Source: an optimization exercise on an open RTL-to-GDS flow (aim: small area). Production flows keep margins and buffers that such runs may drop. Where RTL was checked, it was by simulation tests only, not by an equivalence proof against the original. The flow treats the clock pin as an ideal source, which a real chip does not have. Power figures rest on the tool's default switching activity, not on a simulated workload.

==> flow/design.v (excerpt) <==
module breakout(
    input  clk,
    input  rst,
    input  rota,
    input  rotb,
    input  de,
    output red,
    output green,
    output blue,
    output hsync,
    output vsync
    );
wire [9:0] xpos;
wire [9:0] ypos;
signal_generator signal_generator_inst(clk, rst, hsync, vsync, xpos, ypos);
game game_inst(clk, rst, xpos, ypos, ~rota, ~rotb, ~de, red, green, blue);
endmodule
make LEC_CHECK=0 CAP_MARGIN=20 CORE_MARGIN=2 CORE_UTILIZATION=40 SLEW_MARGIN=20 finish   # period 40.0 ns
run.sh (not shown) runs the stock make flow with config.mk's settings and CLKGATE_MAP_FILE= SYNTH_SCRIPT=/design/flow/synth_recipe.tcl, a recipe that flattens the netlist after the stock synthesis.
The starting point completed without violations.
Rerun with:
CORE_UTILIZATION = 60   (was 40)
CTS_BUF_LIST = sky130_fd_sc_hd__clkbuf_4 sky130_fd_sc_hd__clkbuf_8   (was unset)
First-iteration DRC count decreases by 31%; area after synthesis stays the same; total power shrinks by 9.5%; sequential cell count does not change; cell area came out lower by 2.7%; global-route usage goes up by 8.8 points; sequential power barely changes.
Function was not checked in any run of this note: the RTL went through the layout flow alone.


Setup of run A:
breakout, a different RTL version from the one above (not shown whole).
Size in the first run: about 8300 um2 of cells after synthesis.
clock: 40.0 ns
lec_check: 0
cap_margin: 20
core_margin: 2
core_utilization: 80
cts_buf_list: sky130_fd_sc_hd__clkbuf_8
slew_margin: 20
standard.sh (not shown) runs the stock make flow with config.mk's settings and CLKGATE_MAP_FILE= SYNTH_SCRIPT=/design/flow/synth_recipe.tcl, a recipe that flattens the netlist after the stock synthesis.
==> flow/flow/run.sh <==
#!/bin/bash
# Standard ORFS layout (the standard.sh), with two changes:
#  - port buffers use the smallest buffer cell (every port still gets one)
#  - clock tree: clkbuf_8 buffers, no dummy loads
set -o pipefail
export BUFFER_PORTS_ARGS="-buffer_cell sky130_fd_sc_hd__buf_1"
export CTS_ARGS="-sink_clustering_enable -repair_clock_nets -buf_list sky130_fd_sc_hd__clkbuf_8 -dont_use_dummy_load -sink_clustering_size 24 -sink_clustering_max_diameter 150 -balance_levels"
bash standard.sh > standard_flow.log 2>&1
Both conditions hold for run A: the flow ran to the end and the final layout passed the timing, design-rule and antenna checks.
Setup changes, run A to run B
==> flow/flow/run.sh <==
#!/bin/bash
# Standard ORFS layout (the standard.sh), with two changes:
#  - port buffers use the smallest buffer cell (every port still gets one)
#  - clock tree: clkbuf_8 root, clkbuf_4 leaves, no dummy loads
set -o pipefail
export BUFFER_PORTS_ARGS="-buffer_cell sky130_fd_sc_hd__buf_1"
export CTS_ARGS="-sink_clustering_enable -repair_clock_nets -buf_list sky130_fd_sc_hd__clkbuf_4 -root_buf sky130_fd_sc_hd__clkbuf_8 -dont_use_dummy_load"
bash standard.sh > standard_flow.log 2>&1
--- a/flow/config.mk
+++ b/flow/config.mk
@@ -10 +10 @@
-export CORE_UTILIZATION = 80
+export CORE_UTILIZATION = 88
[summary]
- Out of run A and run B, the only run to close with the timing, design-rule and antenna checks passing was run A.
- Synthesized cell count came out exactly the same in run A and run B.
- Width of the die sits lower in run B than in run A.
- The simple-gate area share of the yosys netlist was comparable across run A and run B.
Input-level comparison between run C and run B:
==> flow/flow/run.sh <==
#!/bin/bash
# Standard ORFS layout (the standard.sh), with these changes:
#  - port buffers use the smallest buffer cell (every port still gets one)
#  - clock tree: clkbuf_8 buffers, no dummy loads
#  - after CTS, leaf clock buffers whose sinks keep a small slew with a
#    clkbuf_4 are downsized to clkbuf_4 (flow/downsize_clk.tcl)
set -eo pipefail
export BUFFER_PORTS_ARGS="-buffer_cell sky130_fd_sc_hd__buf_1"
export CTS_ARGS="-sink_clustering_enable -repair_clock_nets -buf_list sky130_fd_sc_hd__clkbuf_8 -dont_use_dummy_load"
bash standard.sh cts > standard_cts.log 2>&1
openroad -no_init -exit flow/downsize_clk.tcl > downsize_clk.log 2>&1
bash standard.sh > standard_flow.log 2>&1
==> flow/flow/downsize_clk.tcl (new file) <==
# Downsize leaf clock buffers (clkbuf_8 -> clkbuf_4) where the estimated
# slew at every sink stays below a conservative limit.
set res orfs/results/sky130hd/breakout/base
read_db $res/4_cts.odb
read_liberty $::env(FLOW_HOME)/platforms/sky130hd/lib/sky130_fd_sc_hd__tt_025C_1v80.lib
read_sdc $res/4_cts.sdc
source $::env(FLOW_HOME)/platforms/sky130hd/setRC.tcl
set limit 0.100
proc sink_slew { inst } {
  set out [get_pins -of_objects $inst -filter "direction == output"]
  set net [get_nets -of_objects $out]
  set mx 0
  foreach l [get_pins -of_objects $net -filter "direction == input"] {
    set s [get_property $l slew_max]
    if { $s > $mx } { set mx $s }
  }
  return $mx
}
proc drives_only_flops { inst } {
  set out [get_pins -of_objects $inst -filter "direction == output"]
  set net [get_nets -of_objects $out]
  foreach l [get_pins -of_objects $net -filter "direction == input"] {
    set c [get_cells -of_objects $l]
    if { ![string match "*df*" [get_property $c ref_name]] } { return 0 }
  }
  return 1
}
estimate_parasitics -placement
foreach inst [get_cells -filter "ref_name == sky130_fd_sc_hd__clkbuf_8"] {
  if { ![drives_only_flops $inst] } { continue }
  set before [sink_slew $inst]
  replace_cell $inst sky130_fd_sc_hd__clkbuf_4
  estimate_parasitics -placement
  set after [sink_slew $inst]
  if { $after > $limit } {
    replace_cell $inst sky130_fd_sc_hd__clkbuf_8
    estimate_parasitics -placement
    puts "keep [get_full_name $inst]: slew $before -> $after"
  } else {
    puts "downsize [get_full_name $inst]: slew $before -> $after"
  }
}
write_db $res/4_cts.odb
--- a/flow/config.mk
+++ b/flow/config.mk
@@ -10 +10 @@
-export CORE_UTILIZATION = 88
+export CORE_UTILIZATION = 80
Findings:
Run C | status: complete | timing, DRC, antenna: pass. Share of synthesized cell area in full adder, half adder and majority cells across run C and run B: no real change. Floorplan die height: run C > run B. Between run B and run C, the number of distinct library cells after synthesis figures differ only marginally. Going from run B to run C, width of the die grew by 4.7 um; cell area after synthesis held steady; starting density of the core shrank by 9.1 points; portion of the post-synthesis area used by sequential elements held steady. Cmp run C vs run B: number of rows created at floorplan higher in run C.
> inputs changed (run C -> run D)
==> flow/run.sh (new file) <==
#!/bin/bash
# synth_recipe.tcl (not shown) runs the flow's synth.tcl, then flattens the netlist and writes it again
# the make line also repeats each setting of config.mk as NAME=value (left out here)
make -C /OpenROAD-flow-scripts/flow DESIGN_CONFIG=/design/flow/config.mk WORK_HOME=/design/flow/orfs CLKGATE_MAP_FILE= SYNTH_SCRIPT=/design/flow/synth_recipe.tcl finish
removed: flow/flow/run.sh
removed: flow/flow/downsize_clk.tcl
removed: flow/standard.sh
[summary]
- Taking run D as 1.0, run C lands at 1.12 on filler cell count.
- Compared run C against run D; switching portion of total power within noise.
- Sort run C and run D by final hold slack asc -> top: run C
Input changes introduced in run E (baseline for comparison: run D):
==> flow/flow/run.sh (new file) <==
#!/bin/bash
# Standard ORFS layout (the standard.sh), with these changes:
#  - port buffers use the smallest buffer cell (every port still gets one)
#  - clock tree: clkbuf_8 buffers, no dummy loads
#  - after CTS, leaf clock buffers whose sinks keep a small slew with a
#    clkbuf_4 are downsized to clkbuf_4 (flow/downsize_clk.tcl)
set -eo pipefail
export BUFFER_PORTS_ARGS="-buffer_cell sky130_fd_sc_hd__buf_1"
export CTS_ARGS="-sink_clustering_enable -repair_clock_nets -buf_list sky130_fd_sc_hd__clkbuf_8 -dont_use_dummy_load"
bash standard.sh cts > standard_cts.log 2>&1
openroad -no_init -exit flow/downsize_clk.tcl > downsize_clk.log 2>&1
bash standard.sh > standard_flow.log 2>&1
==> flow/flow/downsize_clk.tcl (new file) <==
# Downsize leaf clock buffers (clkbuf_8 -> clkbuf_4) where the estimated
# slew at every sink stays below a conservative limit.
set res orfs/results/sky130hd/breakout/base
read_db $res/4_cts.odb
read_liberty $::env(FLOW_HOME)/platforms/sky130hd/lib/sky130_fd_sc_hd__tt_025C_1v80.lib
read_sdc $res/4_cts.sdc
source $::env(FLOW_HOME)/platforms/sky130hd/setRC.tcl
set limit 0.112
proc sink_slew { inst } {
  set out [get_pins -of_objects $inst -filter "direction == output"]
  set net [get_nets -of_objects $out]
  set mx 0
  foreach l [get_pins -of_objects $net -filter "direction == input"] {
    set s [get_property $l slew_max]
    if { $s > $mx } { set mx $s }
  }
  return $mx
}
proc drives_only_flops { inst } {
  set out [get_pins -of_objects $inst -filter "direction == output"]
  set net [get_nets -of_objects $out]
  foreach l [get_pins -of_objects $net -filter "direction == input"] {
    set c [get_cells -of_objects $l]
    if { ![string match "*df*" [get_property $c ref_name]] } { return 0 }
  }
  return 1
}
estimate_parasitics -placement
foreach inst [get_cells -filter "ref_name == sky130_fd_sc_hd__clkbuf_8"] {
  if { ![drives_only_flops $inst] } { continue }
  set before [sink_slew $inst]
  replace_cell $inst sky130_fd_sc_hd__clkbuf_4
  estimate_parasitics -placement
  set after [sink_slew $inst]
  if { $after > $limit } {
    replace_cell $inst sky130_fd_sc_hd__clkbuf_8
    estimate_parasitics -placement
    puts "keep [get_full_name $inst]: slew $before -> $after"
  } else {
    puts "downsize [get_full_name $inst]: slew $before -> $after"
  }
}
write_db $res/4_cts.odb
==> flow/standard.sh (new file) <==
#!/bin/bash
# synth_recipe.tcl (not shown) runs the flow's synth.tcl, then flattens the netlist and writes it again
# the make line also repeats each setting of config.mk as NAME=value (left out here)
make -C /OpenROAD-flow-scripts/flow DESIGN_CONFIG=/design/flow/config.mk WORK_HOME=/design/flow/orfs CLKGATE_MAP_FILE= SYNTH_SCRIPT=/design/flow/synth_recipe.tcl "${@:-finish}"
removed: flow/run.sh
Results
In the tables for run D and run E, relative contribution of sequential cells to total power reads lower with run D. Of run D and run E, the higher ratio of routed vias to standard cells belongs to run D. Row number of clock buffers in the layout: run E lower / run D higher. Side by side, switching portion of total power turned out higher in run E than in run D. On final cell count: between run D and run E, it ends up lower for run E. Delta (run E minus run D): sequential share of layout area moved up, setup slack moved up, first-pass GRT wire length moved down, final design instance area without fill moved down.


RTL: one of the versions met above, not the one the previous note started from.
Size in the first run: roughly 170 flip-flops, ~10 I/O pins, ~9900 um^2 of cells after synthesis.
clock: 40.0 ns
lec_check: 0
cap_margin: 20
core_margin: 2
core_utilization: 80
cts_buf_list: sky130_fd_sc_hd__clkbuf_8
gpl_routability_driven: 0
gpl_timing_driven: 0
slew_margin: 20
run.sh (not shown) runs the stock make flow with config.mk's settings and CLKGATE_MAP_FILE= SYNTH_SCRIPT=/design/flow/synth_recipe.tcl, a recipe that flattens the netlist after the stock synthesis.
Stock flow here: none of the scripts above is used.
The first run completed without violations.
Then changed:
Settings changed: CORE_UTILIZATION 80 to 60, GPL_ROUTABILITY_DRIVEN 0 to default, GPL_TIMING_DRIVEN 0 to default.
After rerunning: The changed run finished with timing, DRC and antenna clean. Combinational power goes down by about 4%. Area after synthesis does not change. Total power goes down by 6.0%. Via count goes down by 12%. Routed wire length goes down by 12%. Setup slack is better by 110 ps. Fmax goes up by 0.84%.
No run of this note included a check of the RTL's function; only the layout flow was run.

-- static timing again, ports no longer ideal --
In the flow no input, the clock included, has a driving cell. The finished layouts below were timed again as built, in two steps.
Step 1: set_driving_cell puts a clkbuf_16 on clk and a buf_2 on each other input, an assumption about the parent block.
Step 2 adds t to the input delays and takes it off the output delays; t is the mean of the earliest and latest rising clock arrival at the registers after step 1. Input paths then give back, and output paths get back, about the clock's delay inside the block.
a / b / c = no drivers / after step 1 / after step 2; a / b = the first two.
run	t (ns)	slack for setup (ns)	hold slack, ns	worst slew at a driven data input, ns	cell pins on the clock port's net
the first run of note 1	0.483	27.025 / 26.977 / 27.460	0.453 / 0.453 / 0.453	0.04	1
the second run of note 1	0.514	27.114 / 27.073 / 27.588	0.450 / 0.450 / 0.450	0.03	1
run A	0.508	24.379 / 24.340 / 24.848	0.461 / 0.461 / 0.461	0.03	1
run C	0.508	24.373 / 24.335 / 24.843	0.454 / 0.454 / 0.454	0.03	1
run D	0.514	23.866 / 23.829 / 24.343	0.461 / 0.461 / 0.461	0.05	1
run E	0.502	24.394 / 24.356 / 24.859	0.463 / 0.463 / 0.463	0.03	1
the first run of note 3	0.518	27.006 / 26.966 / 27.484	0.466 / 0.466 / 0.466	0.03	1
the second run of note 3	0.514	27.114 / 27.073 / 27.588	0.450 / 0.450 / 0.450	0.03	1
After both steps setup and hold are still met in every run listed.
